Background: an optimization exercise with open tools, aiming at small area. Do not read the settings as production practice.
In this exercise RTL edits were held to simulation tests only and were not proved equivalent to the original.
The clock port is modelled as an ideal driver, which makes a skipped or thinned clock tree look cheaper than it is; a real chip needs a root buffer or a tree.
No activity file was given, so power comes from the tool's default toggle rates.

Setup of v7:
==> flow/design.v <==
`timescale 1ns / 1ps
module pp_fa(input a, input b, input c, output s, output co);
    assign s  = a ^ b ^ c;
    assign co = (a & b) | (a & c) | (b & c);
endmodule
module pp_ha(input a, input b, output s, output co);
    assign s  = a ^ b;
    assign co = a & b;
endmodule
module pp_bop(input v, input nx, input ny, output b);
    assign b = ~(v ? nx : ny);
endmodule
module pp_maj(input a, input b, input c, output m);
    assign m = (a & b) | (a & c) | (b & c);
endmodule
module pp_omux(input s, input P, input Q, input yn, output o);
    assign o = (s ? P : Q) | ~yn;
endmodule
module process(Rout,Gout,Bout,OKout,Rin,Gin,Bin,operation,value,clka,reset,OKin);
input clka,reset,OKin;
input [7:0]Rin,Gin,Bin,value;
input [2:0]operation;
output reg [7:0]Rout,Gout,Bout;
output reg OKout;
wire en = OKin & ~reset;
wire op_inc = (operation == 3'd0);
wire op_dec = (operation == 3'd1);
wire op_gry = (operation == 3'd2);
wire op_red = (operation == 3'd3);
wire op_grn = (operation == 3'd4);
wire op_blu = (operation == 3'd5);
wire op_thr = (operation == 3'd6);
wire op_inv = (operation == 3'd7);
wire op_nz = |operation;
wire op_x = ~(op_dec | op_thr);
wire [7:0] b;
genvar m;
generate
    for (m = 0; m < 8; m = m + 1) begin : bop
        pp_bop u(value[m], ~op_x, ~op_nz, b[m]);
    end
endgenerate
wire cin = op_nz;
wire [8:0] Rc, Gc, Bc;
wire [8:0] Rs, Gs, Bs;
assign Rc[0] = cin;
assign Gc[0] = cin;
assign Bc[0] = cin;
genvar j;
generate
    for (j = 0; j < 8; j = j + 1) begin : add
        pp_fa fr(Rin[j], b[j], Rc[j], Rs[j], Rc[j+1]);
        pp_fa fg(Gin[j], b[j], Gc[j], Gs[j], Gc[j+1]);
        pp_fa fb(Bin[j], b[j], Bc[j], Bs[j], Bc[j+1]);
    end
endgenerate
assign Rs[8] = Rc[8];
assign Gs[8] = Gc[8];
assign Bs[8] = Bc[8];
wire s0a, c0a, s0b, c0b, s0c, c0c, s0d, c0d;
pp_fa f0a(Rin[2], Rin[5], Rin[6], s0a, c0a);
pp_fa f0b(Gin[1], Gin[4], Gin[6], s0b, c0b);
pp_fa f0c(Bin[4], Bin[5], Bin[6], s0c, c0c);
pp_fa f0d(s0a, s0b, s0c, s0d, c0d);
wire s1a, c1a, s1b, c1b, s1c, c1c, s1d, c1d, s1e, c1e, s1f, c1f;
pp_fa f1a(Rin[3], Rin[6], Rin[7], s1a, c1a);
pp_fa f1b(Gin[2], Gin[5], Gin[7], s1b, c1b);
pp_fa f1c(Bin[5], Bin[6], Bin[7], s1c, c1c);
pp_fa f1d(c0a, c0b, c0c, s1d, c1d);
pp_fa f1e(s1a, s1b, s1c, s1e, c1e);
pp_fa f1f(s1d, s1e, c0d, s1f, c1f);
wire s2a, c2a, s2b, c2b, s2c, c2c, s2d, c2d, s2e, c2e, s2f, c2f;
pp_fa f2a(Rin[4], Rin[7], Gin[3], s2a, c2a);
pp_fa f2b(Gin[6], Bin[6], Bin[7], s2b, c2b);
pp_fa f2c(c1a, c1b, c1c, s2c, c2c);
pp_fa f2d(s2a, s2b, s2c, s2d, c2d);
pp_fa f2e(c1d, c1e, c1f, s2e, c2e);
pp_ha h2f(s2d, s2e, s2f, c2f);
wire s3a, c3a, s3b, c3b, s3c, c3c, s3d, c3d, s3e, c3e;
pp_fa f3a(Rin[5], Gin[4], Gin[7], s3a, c3a);
pp_fa f3b(Bin[7], c2a, c2b, s3b, c3b);
pp_fa f3c(c2c, c2d, c2e, s3c, c3c);
pp_fa f3d(s3a, s3b, s3c, s3d, c3d);
pp_ha h3e(s3d, c2f, s3e, c3e);
wire s4a, c4a, s4b, c4b, s4c, c4c;
pp_fa f4a(Rin[6], Gin[5], c3a, s4a, c4a);
pp_fa f4b(c3b, c3c, c3d, s4b, c4b);
pp_fa f4c(s4a, s4b, c3e, s4c, c4c);
wire s5a, c5a, s5b, c5b;
pp_fa f5a(Rin[7], Gin[6], c4a, s5a, c5a);
pp_fa f5b(s5a, c4b, c4c, s5b, c5b);
wire s6a, c6a;
pp_fa f6a(Gin[7], c5a, c5b, s6a, c6a);
wire [7:0] Y = {c6a, s6a, s5b, s4c, s3e, s2f, s1f, s0d};
wire [8:0] gt;
assign gt[0] = 1'b0;
assign gt[1] = Y[0] & b[0];
genvar i;
generate
    for (i = 1; i < 8; i = i + 1) begin : cmp
        pp_maj u(Y[i], b[i], gt[i], gt[i+1]);
    end
endgenerate
wire white = ~gt[8];
wire rP = en & (op_inc | (op_dec & Rs[8]) | op_red | (op_thr & white));
wire rQ = en & ((op_inc & Rs[8]) | op_inv | (op_thr & white));
wire gP = en & (op_inc | (op_dec & Gs[8]) | op_grn | (op_thr & white));
wire gQ = en & ((op_inc & Gs[8]) | op_inv | (op_thr & white));
wire bP = en & (op_inc | (op_dec & Bs[8]) | op_blu | (op_thr & white));
wire bQ = en & ((op_inc & Bs[8]) | op_inv | (op_thr & white));
wire selY = en & op_gry;
wire [7:0] yn = ~(Y & {8{selY}});
wire [7:0] Rn, Gn, Bn;
genvar k;
generate
    for (k = 0; k < 8; k = k + 1) begin : omux
        pp_omux ur(Rs[k], rP, rQ, yn[k], Rn[k]);
        pp_omux ug(Gs[k], gP, gQ, yn[k], Gn[k]);
        pp_omux ub(Bs[k], bP, bQ, yn[k], Bn[k]);
    end
endgenerate
always @(posedge clka) begin
    OKout <= en;
    Rout <= Rn;
    Gout <= Gn;
    Bout <= Bn;
end
endmodule
Settings: LEC_CHECK=0, CAP_MARGIN=20, CORE_MARGIN=2, CORE_UTILIZATION=55, SLEW_MARGIN=20, SYNTH_HIERARCHICAL=1; clock period 10.0 ns.
standard.sh (not shown) runs the stock make flow with config.mk's settings and CLKGATE_MAP_FILE= SYNTH_SCRIPT=/design/flow/synth_recipe.tcl, a recipe that flattens the netlist after the stock synthesis.
==> flow/flow/run.sh <==
#!/bin/bash
# Own layout flow: the standard flow (standard.sh) with three changes:
#  * synthesis is synth_recipe.tcl unchanged except that ABC maps each module for
#    area with area.abc (no buffering/upsizing) instead of ORFS's speed script;
#  * the port buffers are buf_1 instead of the buffer_ports default;
#  * CTS runs without a dummy load, and post_cts.tcl then drives every clock sink from
#    the root clock buffer alone (one clkbuf instead of a root and two leaves);
#  * everything else (floorplan, PDN, taps, placement, routing) is the standard flow.
set -euo pipefail
WORK=$(pwd)
mkdir -p "$WORK/own"
sed 's#log_cmd abc {\*}$abc_args#log_cmd abc -script $::env(OWN_ABC_SCRIPT) {*}[lrange $abc_args 2 end]#' \
  "$FLOW_HOME/scripts/synth.tcl" > "$WORK/own/synth_mod.tcl"
grep -q OWN_ABC_SCRIPT "$WORK/own/synth_mod.tcl"
export OWN_SYNTH_MOD="$WORK/own/synth_mod.tcl"
export OWN_ABC_SCRIPT="$WORK/flow/area.abc"
export OWN_CLKBUF=sky130_fd_sc_hd__clkbuf_16
bash standard.sh \
  "SYNTH_SCRIPT=$WORK/flow/own_synth.tcl" \
  "BUFFER_PORTS_ARGS=-buffer_cell sky130_fd_sc_hd__buf_1" \
  "CTS_ARGS=-sink_clustering_enable -repair_clock_nets -dont_use_dummy_load" \
  "POST_CTS_TCL=$WORK/flow/post_cts.tcl" \
  finish > "$WORK/standard_flow.log" 2>&1
==> flow/flow/post_cts.tcl <==
# POST_CTS hook: the clock tree is one buffer. CTS builds a root buffer and a few leaf
# buffers; this moves every sink of the leaf buffers onto the root buffer's net, removes the
# leaf buffers, sizes the root buffer and legalises the placement again.
set block [ord::get_db_block]
set root [$block findInst clkbuf_0_clka]
if { $root == "NULL" } { error "post_cts: no root clock buffer" }
set rootnet [[$root findITerm X] getNet]
set moved 0
foreach inst [$block getInsts] {
  if { $inst == $root } { continue }
  set master [[$inst getMaster] getName]
  if { ![string match "sky130_fd_sc_hd__clkbuf_*" $master] } { continue }
  set in [$inst findITerm A]
  if { [$in getNet] != $rootnet } { continue }
  set outnet [[$inst findITerm X] getNet]
  foreach it [$outnet getITerms] {
    if { [$it getInst] == $inst } { continue }
    $it disconnect
    $it connect $rootnet
    incr moved
  }
  $in disconnect
  [$inst findITerm X] disconnect
  odb::dbInst_destroy $inst
  odb::dbNet_destroy $outnet
}
puts "post_cts: moved $moved clock sinks onto [$rootnet getName]"
replace_cell [get_cells clkbuf_0_clka] $::env(OWN_CLKBUF)
# put the buffer at the centre of its sinks; detailed_placement legalises it
set sx 0
set sy 0
set n 0
foreach it [$rootnet getITerms] {
  set inst [$it getInst]
  if { $inst == $root } { continue }
  set bb [$inst getBBox]
  set sx [expr { $sx + ([$bb xMin] + [$bb xMax]) / 2 }]
  set sy [expr { $sy + ([$bb yMin] + [$bb yMax]) / 2 }]
  incr n
}
$root setPlacementStatus PLACED
$root setLocation [expr { $sx / $n }] [expr { $sy / $n }]
detailed_placement
estimate_parasitics -placement
report_clock_properties
report_check_types -max_slew -max_capacitance
Other scripts of this flow, unchanged in this note and not shown: flow/flow/area.abc, flow/flow/own_synth.tcl
Input changes introduced in v28 (baseline for comparison: v7):
--- a/flow/flow/post_cts.tcl
+++ b/flow/flow/post_cts.tcl
@@ -29,14 +28,0 @@
-# put the buffer at the centre of its sinks; detailed_placement legalises it
-set sx 0
-set sy 0
-set n 0
-foreach it [$rootnet getITerms] {
-  set inst [$it getInst]
-  if { $inst == $root } { continue }
-  set bb [$inst getBBox]
-  set sx [expr { $sx + ([$bb xMin] + [$bb xMax]) / 2 }]
-  set sy [expr { $sy + ([$bb yMin] + [$bb yMax]) / 2 }]
-  incr n
-}
-$root setPlacementStatus PLACED
-$root setLocation [expr { $sx / $n }] [expr { $sy / $n }]
==> run notes <==
[v28] total detailed-routing wirelength fell 77 um relative to v7
| post-place setup slack | v7 vs v28 | ≈ equal |
The combinational power on v7 is in line with that on v28.
Between v28 and v7, the switching power is lower for v28.
Changes observed in v28 relative to v7: clock network power consumption moved down, final period demand of the worst path -0.048 ns, hold slack stayed essentially flat.
v28 vs. v7: power decreased by 3.9 uW relative to the old numbers; power of the sequential group closely matched the old numbers.
Lower first-pass iteration count of the detailed router goes to v7 over v28.

[port drivers added, routing unchanged]
In the flow no input, the clock included, has a driving cell. The finished layouts below were timed again as built, in two steps.
Step 1: set_driving_cell puts a clkbuf_16 on clka and a buf_2 on each other input, an assumption about the parent block.
Step 2, shift: input delay + t, output delay - t, t = (earliest + latest rising clock arrival at the registers) / 2. This alone moves slack from input paths to output paths.
Three values: ideal ports, drivers, drivers and shift; two values: the first two.
run	t (ns)	setup WS [ns]	worst setup path after step 2	pins driven straight from the clock port
v7	0.196	1.120 / 1.137 / 0.941	input to register	1
v28	0.187	1.168 / 1.177 / 0.990	input to register	1
After both steps setup and hold are still met in every run listed. The setup slack of v7, which loses most, moves by +0.017 ns with the drivers and by -0.179 ns with both steps.
